What follows belongs to an exercise in optimizing a design on an open flow for small area; a production flow would make more cautious choices. Function was checked by simulation only, so behaviour that the tests miss may differ from the original. No activity file was given, so power comes from the tool's default toggle rates.

### config.mk
export PLATFORM = sky130hd
export DESIGN_NAME = tt_um_ieeeuoftasic_simproc
export DESIGN_NICKNAME = tt_um_ieeeuoftasic_simproc
export VERILOG_FILES = /design/flow/design.v
export SDC_FILE = /design/flow/constraint.sdc
export NUM_CORES = 4
export LEC_CHECK = 0
export CAP_MARGIN = 20
export CORE_MARGIN = 2
export CORE_UTILIZATION = 45
export SLEW_MARGIN = 20
### constraint.sdc
create_clock -name core_clock -period 20.0 [get_ports {clk}]
set_input_delay 4.0000 -clock core_clock [delete_from_list [all_inputs] [get_ports {clk}]]
set_output_delay 4.0000 -clock core_clock [all_outputs]
set_load 0.01 [all_outputs]
### design.v
module simproc_system #(
    parameter CLK_BITS = 10
) (
    input  logic                        clk,
    input  logic                        rst,
    input  logic    [CLK_BITS - 1 : 0]  clk_per_bit,
    input  logic                        uart_rx,
    output logic                        uart_tx,
    output logic                        halt,
    output logic                        done
);
    logic [7:0] u;
    assign u = clk_per_bit[9:2];
    localparam logic [1:0] R_IDLE = 2'd0, R_START = 2'd1, R_RECV = 2'd2, R_DONE = 2'd3;
    logic       rx_meta, rx_in;
    logic [1:0] rx_state;
    logic [9:0] rx_cnt;
    logic [8:0] rx_sr;           
    logic       rx_done;
    logic       rx_tick;
    assign rx_tick = (rx_cnt == 10'd1);
    always_ff @(posedge clk) begin
        rx_meta <= uart_rx;
        rx_in   <= rx_meta;
    end
    always_ff @(posedge clk) begin
        if (rst) begin
            rx_state <= R_IDLE;
            rx_done  <= 1'b0;
        end else begin
            rx_done <= 1'b0;
            case (rx_state)
                R_IDLE:  if (!rx_in) rx_state <= R_START;
                R_START: if (rx_tick) rx_state <= R_RECV;
                R_RECV:  if (rx_tick && rx_sr[0]) rx_state <= R_DONE;
                default: if (rx_tick) begin
                    rx_state <= R_IDLE;
                    rx_done  <= 1'b1;
                end
            endcase
        end
    end
    always_ff @(posedge clk) begin
        if (rx_state == R_IDLE)
            rx_cnt <= {1'b0, u, 1'b0};
        else if (rx_tick)
            rx_cnt <= {u, 2'b00};
        else
            rx_cnt <= rx_cnt - 10'd1;
        if (rx_tick) begin
            if (rx_state == R_START)
                rx_sr <= 9'h100;
            else if (rx_state == R_RECV && !rx_sr[0])
                rx_sr <= {rx_in, rx_sr[8:1]};
        end
    end
    logic [7:0] rx_byte;
    assign rx_byte = rx_sr[8:1];
    localparam logic [2:0] S_WCMD = 3'd0, S_WADDR = 3'd1, S_WDATA = 3'd2, S_EXEC = 3'd3,
                           S_RESP = 3'd4, S_XMIT = 3'd5, S_XDONE = 3'd6, S_XFIN = 3'd7;
    localparam logic [3:0] K_NOP = 4'd0, K_READ = 4'd1, K_WRITE = 4'd2, K_PING = 4'd3,
                           K_RUN = 4'd4, K_HALT = 4'd5, K_STEP = 4'd6, K_SETPC = 4'd7,
                           K_GETPC = 4'd8;
    logic [2:0] cs;
    logic [3:0] ci;              
    logic [7:0] ad;              
    logic       late;            
    logic       run_reg, step_pulse;
    logic       tx_out;
    logic [9:0] tx_cnt;
    logic       tx_tick;
    logic [3:0] rx_code;
    always_comb begin
        case (rx_byte)
            8'hA3:   rx_code = K_READ;
            8'h5C:   rx_code = K_WRITE;
            8'hF0:   rx_code = K_PING;
            8'h3F:   rx_code = K_RUN;
            8'hC7:   rx_code = K_HALT;
            8'h6D:   rx_code = K_STEP;
            8'h99:   rx_code = K_SETPC;
            8'hB2:   rx_code = K_GETPC;
            default: rx_code = K_NOP;
        endcase
    end
    assign tx_tick = (tx_cnt == 10'd1);
    logic exec, is_read, is_ping, is_getpc, is_resp;
    assign exec     = (cs == S_EXEC);
    assign is_read  = (ci == K_READ);
    assign is_ping  = (ci == K_PING);
    assign is_getpc = (ci == K_GETPC);
    assign is_resp  = is_read | is_ping | is_getpc;
    logic [7:0] pc;
    logic       cpu_rd;          
    logic [7:0] rdata;
    logic [7:0] resp_val;
    always_comb begin
        if (is_ping)       resp_val = 8'hAA;
        else if (is_getpc) resp_val = pc;
        else               resp_val = rdata;
    end
    always_ff @(posedge clk) begin
        if (rst) begin
            cs         <= S_WCMD;
            run_reg    <= 1'b0;
            step_pulse <= 1'b0;
            tx_out     <= 1'b1;
        end else begin
            step_pulse <= exec && ci == K_STEP;
            if (exec && ci == K_RUN)  run_reg <= 1'b1;
            if (exec && ci == K_HALT) run_reg <= 1'b0;
            tx_out <= (cs == S_XMIT) ? (ci != 4'd0 ? ad[0] : 1'b0) : 1'b1;
            case (cs)
                S_WCMD:  if (rx_done) cs <= S_WADDR;
                S_WADDR: if (rx_done) cs <= S_WDATA;
                S_WDATA: if (rx_done) cs <= S_EXEC;
                S_EXEC:  cs <= is_resp ? S_RESP : S_WCMD;
                S_RESP:  cs <= S_XMIT;
                S_XMIT:  if (tx_tick && ci == 4'd9) cs <= S_XDONE;
                S_XDONE: cs <= S_XFIN;
                default: cs <= S_WCMD;
            endcase
        end
    end
    always_ff @(posedge clk) begin
        case (cs)
            S_WCMD:  if (rx_done) ci <= rx_code;
            S_RESP:  ci <= 4'd0;
            S_XMIT:  if (tx_tick) ci <= ci + 4'd1;
            default: ;
        endcase
        case (cs)
            S_WADDR: if (rx_done) ad <= rx_byte;
            S_EXEC:  if (is_resp && !(is_read && cpu_rd)) ad <= resp_val;
            S_RESP:  if (late) ad <= rdata;
            S_XMIT:  if (tx_tick && ci != 4'd0) ad <= {1'b1, ad[7:1]};
            default: ;
        endcase
        if (exec) late <= is_read && cpu_rd;
        if (cs == S_RESP || tx_tick)
            tx_cnt <= {u, 2'b00};
        else
            tx_cnt <= tx_cnt - 10'd1;
    end
    assign uart_tx = tx_out;
    logic run;
    assign run = step_pulse | run_reg;
    logic uart_we, pc_set_wr;
    assign uart_we   = exec && ci == K_WRITE;
    assign pc_set_wr = exec && ci == K_SETPC;
    logic [7:0] mem [0:63];
    logic [5:0] raddr, waddr;
    logic [7:0] wdata;
    logic       mem_we;
    logic       pend;            
    assign rdata = mem[raddr];
    always_ff @(posedge clk) begin
        if (mem_we) mem[waddr] <= wdata;
    end
    localparam logic [2:0] C_IDLE = 3'd0, C_1 = 3'd1, C_2 = 3'd2, C_3 = 3'd3,
                           C_4 = 3'd4, C_5 = 3'd5;
    logic [2:0] st;
    logic [7:0] ir;
    logic       nf, zf;
    logic [7:0] rf [0:3];
    logic [3:0] op;
    assign op = ir[3:0];
    logic op_arith, op_shift, op_load, op_store, op_br, op_ori;
    assign op_arith = (op == 4'b0100) || (op == 4'b0110) || (op == 4'b1000);
    assign op_shift = !op_arith && (op[2:0] == 3'b011);
    assign op_load  = (op == 4'b0000);
    assign op_store = (op == 4'b0010);
    assign op_br    = (op == 4'b1001) || (op == 4'b0101) || (op == 4'b1010) || (op == 4'b0001);
    assign op_ori   = (op[2:0] == 3'b111);
    logic [1:0] ra;
    logic [7:0] a, b;
    assign ra = op_ori ? 2'b00 : ir[7:6];
    assign a  = rf[ra];
    assign b  = rf[ir[5:4]];
    logic [7:0] alu;
    always_comb begin
        case (op)
            4'b0100: alu = a + b;
            4'b0110: alu = a - b;
            4'b1000: alu = ~(a & b);
            4'b0011, 4'b1011: alu = ir[5] ? (a << ir[4:3]) : (a >> ir[4:3]);
            default: alu = a | {3'b000, ir[7:3]};
        endcase
    end
    logic taken;
    always_comb begin
        case (op)
            4'b1001: taken = !zf;
            4'b0101: taken = !nf;
            4'b1010: taken = zf;
            default: taken = 1'b1;
        endcase
    end
    logic in_c3, fin;
    assign in_c3 = (st == C_3);
    assign cpu_rd = (st == C_1) || (in_c3 && op_load);
    always_comb begin
        case (st)
            C_3:     fin = op_store || op_br;
            C_4:     fin = !op_ori;
            C_5:     fin = 1'b1;
            default: fin = 1'b0;
        endcase
    end
    assign done = fin;
    assign halt = (st == C_IDLE);
    logic cpu_we;
    assign cpu_we = in_c3 && op_store;
    assign raddr  = (st == C_1) ? pc[5:0] : (in_c3 && op_load) ? b[5:0] : ad[5:0];
    assign mem_we = cpu_we || uart_we || pend;
    assign waddr  = cpu_we ? b[5:0] : ad[5:0];
    assign wdata  = cpu_we ? a : rx_byte;
    always_ff @(posedge clk) begin
        pend <= cpu_we && uart_we;
    end
    always_ff @(posedge clk) begin
        if (rst) begin
            st <= C_IDLE;
        end else begin
            case (st)
                C_IDLE:  if (run) st <= C_1;
                C_1:     st <= C_2;
                C_2:     st <= C_3;
                C_3:     begin
                    if (op_arith || op_shift || op_load || op_ori) st <= C_4;
                    else if (op_store || op_br) st <= run ? C_1 : C_IDLE;
                    else st <= C_IDLE;
                end
                C_4:     st <= op_ori ? C_5 : (run ? C_1 : C_IDLE);
                C_5:     st <= run ? C_1 : C_IDLE;
                default: st <= C_IDLE;
            endcase
        end
    end
    always_ff @(posedge clk) begin
        if (st == C_1)
            ir <= (pend && pc[5:0] == ad[5:0]) ? rx_byte : rdata;
    end
    always_ff @(posedge clk) begin
        if (rst) begin
            pc <= 8'h00;
        end else if (st == C_1) begin
            pc <= pc + 8'd1;
        end else if (in_c3 && op_br && taken) begin
            pc <= pc + {{4{ir[7]}}, ir[7:4]};
        end else if (st == C_IDLE && pc_set_wr) begin
            pc <= ad;
        end
    end
    logic rf_we, fl_we;
    assign rf_we = in_c3 && (op_arith || op_shift || op_load || op_ori);
    assign fl_we = in_c3 && (op_arith || op_shift || op_ori);
    always_ff @(posedge clk) begin
        if (rst) begin
            nf <= 1'b0;
            zf <= 1'b0;
            rf[0] <= 8'h00;
            rf[1] <= 8'h00;
            rf[2] <= 8'h00;
            rf[3] <= 8'h00;
        end else begin
            if (fl_we) begin
                nf <= alu[7];
                zf <= (alu == 8'h00);
            end
            if (rf_we) rf[ra] <= op_load ? rdata : alu;
        end
    end
endmodule
`default_nettype none
module tt_um_ieeeuoftasic_simproc (
    input  wire [7:0] ui_in,     
    output wire [7:0] uo_out,    
    input  wire [7:0] uio_in,    
    output wire [7:0] uio_out,   
    output wire [7:0] uio_oe,    
    input  wire       ena,       
    input  wire       clk,       
    input  wire       rst_n      
);
  wire rst;
  wire [9:0] clk_per_bit;
  assign clk_per_bit = {uio_in[7:0], 2'b00};  
  assign rst = ~rst_n;
  assign uio_oe = 8'b0000_0000;  
  assign uio_out = 8'b0000_0000;  
  assign uo_out[7:3] = 5'b0_0000;  
  simproc_system #(
     .CLK_BITS(10)
  ) U1 (
      .clk(clk),
      .rst(rst),
      .clk_per_bit(clk_per_bit),
      .uart_rx(ui_in[0]),
      .uart_tx(uo_out[0]),
      .halt(uo_out[1]),
      .done(uo_out[2])
  );
  wire _unused = &{ui_in[7:1], ena, 1'b0};
endmodule
### run.sh
#!/bin/bash
# synth_recipe.tcl (not shown) runs the flow's synth.tcl, then flattens the netlist and writes it again
# the make line also repeats each setting of config.mk as NAME=value (left out here)
make -C /OpenROAD-flow-scripts/flow DESIGN_CONFIG=/design/flow/config.mk WORK_HOME=/design/flow/orfs CLKGATE_MAP_FILE= SYNTH_SCRIPT=/design/flow/synth_recipe.tcl finish
==> summary.txt <==
CTS HTree Levels=3; Worst Clk Skew=0.03856 ns; Final Instance Count excl. Fillers=about 3300; post-synthesis cell area=slightly below 30000 µm²; ant diodes=0; Avg Inst Size Synth=between 10 and 15 µm²; Max Freq=approximately 140 MHz; asr flop ratio synth=0%; Post-CTS Setup Inserts=0; grt met1 use=34.59%; biggest regs=U1.mem x512, U1.rf x32; YS warnings=1; Tcrit/Tclk final=34.80%; CTS tree=built; R2R cell count=11; max-slew violation count=0; routed wire length=between 80000 and 90000 µm; critical path cell sequence=nor4bb_1, o21ai_0, o211ai_1, clkdlybuf4s50_1; post-route minimum period=6.959 ns; Slowest-stage cell, CP=edfxtp_1; cell taking the most area after synthesis=edfxtp_1; initial antenna violation count=0; # port buffers=13; DR vias=between 20000 and 25000; CTS buffer count=67; top post-synthesis cells by area=edfxtp_1, nand2_1, dfxtp_1, mux2i_1, a211oi_1; run status=timing/DRC/antenna clean; Rel. slew slack=between 20% and 30%; VDD IR-drop max=roughly 0.055 mV; CP Max Fanout=26; clock latency (worst-skew pair)=0.63 ns; post-synth cell types=99; Layout Nets=between 2000 and 2500; Num Clock Sinks=between 600 and 700; worst min-delay path category=reg2reg; clock-pin slew on the worst setup and hold paths=about 0.06 ns; most flop-heavy register=U1.mem; cell family with most CP delay=flip-flops; CP arrival=around 3.0 ns; GR peak layer=met2; GR met3 Demand/Resource=roughly 4.7%; max_cap viols=0; DR pass1 iterations=8; largest net degree at the start of global routing=100; Seq cells post-synth=~620; row cnt=a little over 90; die area=about 67000 µm²; DRC Markers=0; EDFF count, synth=approximately 570; Largest register FFs=around 510; power per cell area=between 90 and 100 nW/µm²; FF-to-FF End=U1.rf[0][3]$_SDFFCE_PN0P_; final setup TNS=0 ns; CP required=between 15 and 20 ns; M2 GR Usage=39.51%; total power=3150 µW; Detail Route Antenna Nets=0; Yosys top cell area share=about three fifths; Primary FF master, synth=edfxtp_1; post-DP HPWL=between 50000 and 60000 µm; critical path endpoint=uo_out[2]; DIE WIDTH=258.9 µm; R2R setup slack=13.89 ns; 1st-iter DRT viols=2297; Syn Inst Count=2428; routed wire length per instance=around 26 µm; launch point of the worst path=U1.ir[3]$_DFFE_PP_; Lkg Pwr=between 0.01 and 0.015 µW; Via density=between 6 and 7; share of cells above drive strength 1=between 8 and 9%; Total GRT Usage=between 20% and 30%; Hold Vio Cnt, Final=0; IO Pins=43; slowest stage delay, CP=~0.97 ns; total gr overflow=0; hold bufs inserted after CTS=0; r2r startpoint=U1.ir[3]$_DFFE_PP_; CP Depth=4; number of fill cells=approximately 5600; CTS root buffer=clkbuf_16; Setup-failing EPs final=0; worst path bufs/invs=1; CP startpoint kind=flip-flop; CP Class=reg2out; GP Congestion=slightly below 0.9; register area share after synthesis=62.15%; clk buf depth=3; first-pass GRT wire length=~130000 µm; core area=64350 µm²; Placed Instances=about 3200; Worst Tran Pin Value=roughly 1.2 ns; CTS resizes=0; die height=roughly 260 µm; synth-to-layout area growth=9.548%; Starting Density=roughly 45%; RSZ-0062 raised after global routing=no; Worst Setup End Kind=output pin; number of global-route vias before repair=between 15000 and 20000
cell usage in the layout, fill, tap and decap left out, types with 27 or more instances in the layout:
cell type  netlist  routed
inv_1           43      43
edfxtp_1       574     574
nor3_1          28      27
nand2_1        329     329
a31oi_1         56      56
dfxtp_1         47      47
nand3_1         87      87
buf_4           42      44
nor2_1         155     155
a21oi_1         99      99
ha_1            28      28
a211oi_1        83      83
and3_1          62      62
mux2i_1         85      85
o21ai_0        109     106
clkbuf_16        0      69
xnor2_1         29      29
nor2b_1         28      28
worst reg2reg max path: stages, from the launching register on:
cell	delay, ns
edfxtp_1	0.77
or4_1	0.54
buf_4	0.24
o32a_4	0.58
nand2_8	0.62
buf_4	0.82
nand3_1	0.29
a2111oi_0	0.91
nor4bb_1	0.19
o221ai_1	0.35
a31oi_1	0.33
and2_1	0.23
power breakdown:
part | internal [µW] | switching, µW
clock | 665 | 525
sequential | 1430 | 32.5
combinational | 169 | 330
Yosys cell counts, drive strengths merged (9+ instances only):
library cell	n
nor3	28
o21ai	114
ha	28
o211ai	9
and3	65
a22oi	17
xnor2	29
a2111oi	17
nor4	12
edfxtp	574
nor2	158
a22o	11
mux2	15
dfxtp	47
nand2b	15
a21oi	99
a21boi	14
clkbuf	84
mux4	12
nor3b	17
nand4	13
o22ai	26
mux2i	85
nand3	87
nand2	332
xor2	12
inv	43
a31oi	56
o21a	9
buf	101
a311oi	13
or3	17
nor2b	28
and2	17
a211oi	88
a32oi	9
stage by stage:
step           utilization [%]  cell area [µm²]  hold slack (ns)  worst slack [ns]
6_report                 49.79            32040           0.3269             13.04
5_1_grt                  49.79            32040           0.3435             12.87
4_1_cts                  49.78            32030           0.3301             13.01
3_5_place_dp             46.55            29960           0.3164             13.64
3_3_place_gp             46.55            29960           0.3153             13.66
2_1_floorplan                -            29320           0.3096             13.85
cell families (layout without fill, tap and decap cells):
group	Yosys count	in the layout	synth area share [%]
and+or+nand+nor	822	822	13.42
DFF	621	621	62.15
AOI/OAI and AO/OA	570	570	13.54
buffers and inverters	231	226	3.867
muxes	112	112	4.449
xor gates and xnor gates	41	41	1.228
adders and majority gates	30	30	1.335
other	1	21	0.01282
layout make-up:
class                   instances  area, µm²  area share, %
flip-flops and latches        621      18180          56.73
multi-input cells            1596      10070          31.44
clock buffers                  81       1782          5.561
well taps                     855       1070          3.339
repair buffers                 58      471.7          1.472
clock inverters                41      292.8         0.9137
inverters                      46      173.9         0.5428
worst min-delay path by stage:
stage                            end  depth (start not counted)  slack (ns)          startpoint
finish              U1.rx_in$_DFF_P_                          0        0.33  U1.rx_meta$_DFF_P_
global placement    U1.rx_in$_DFF_P_                          0        0.32  U1.rx_meta$_DFF_P_
floorplan           U1.rx_in$_DFF_P_                          0        0.31  U1.rx_meta$_DFF_P_
CTS                 U1.rx_in$_DFF_P_                          0        0.33  U1.rx_meta$_DFF_P_
detailed placement  U1.rx_in$_DFF_P_                          0        0.32  U1.rx_meta$_DFF_P_
global route        U1.rx_in$_DFF_P_                          0        0.34  U1.rx_meta$_DFF_P_
metal layers:
metal	up-vias	share of wire (%)
li1	9154	-
met1	10090	42
met3	184	8.6
met4	0	3.2
met5	-	0
met2	1015	47

==> what the ideal ports hide <==
Ports are ideal in the flow. The routed layout listed here was re-timed in OpenROAD. Step 1 (the two cells are an assumption about what drives the block):
set clk [get_ports {clk}]
set_driving_cell -lib_cell sky130_fd_sc_hd__clkbuf_16 $clk
set_driving_cell -lib_cell sky130_fd_sc_hd__buf_2 [delete_from_list [all_inputs] $clk]
Step 2 times the ports against the registers' clock, not the clock port: input delays grow and output delays shrink by t, the midpoint of the rising clock arrivals with the driver on. Slacks: ideal ports / drivers / drivers and shift; pairs: ideal ports / drivers.
t, ns: 0.676
setup WS [ns]: 13.041 / 12.977 / 13.598
worst setup path at the end: input to register
worst data-port slew with drivers (ns): 0.03
pins driven straight from the clock port: 1
After both steps this run still meets setup and hold. The setup slack of this run moves by -0.064 ns with the drivers and by +0.557 ns with both steps.
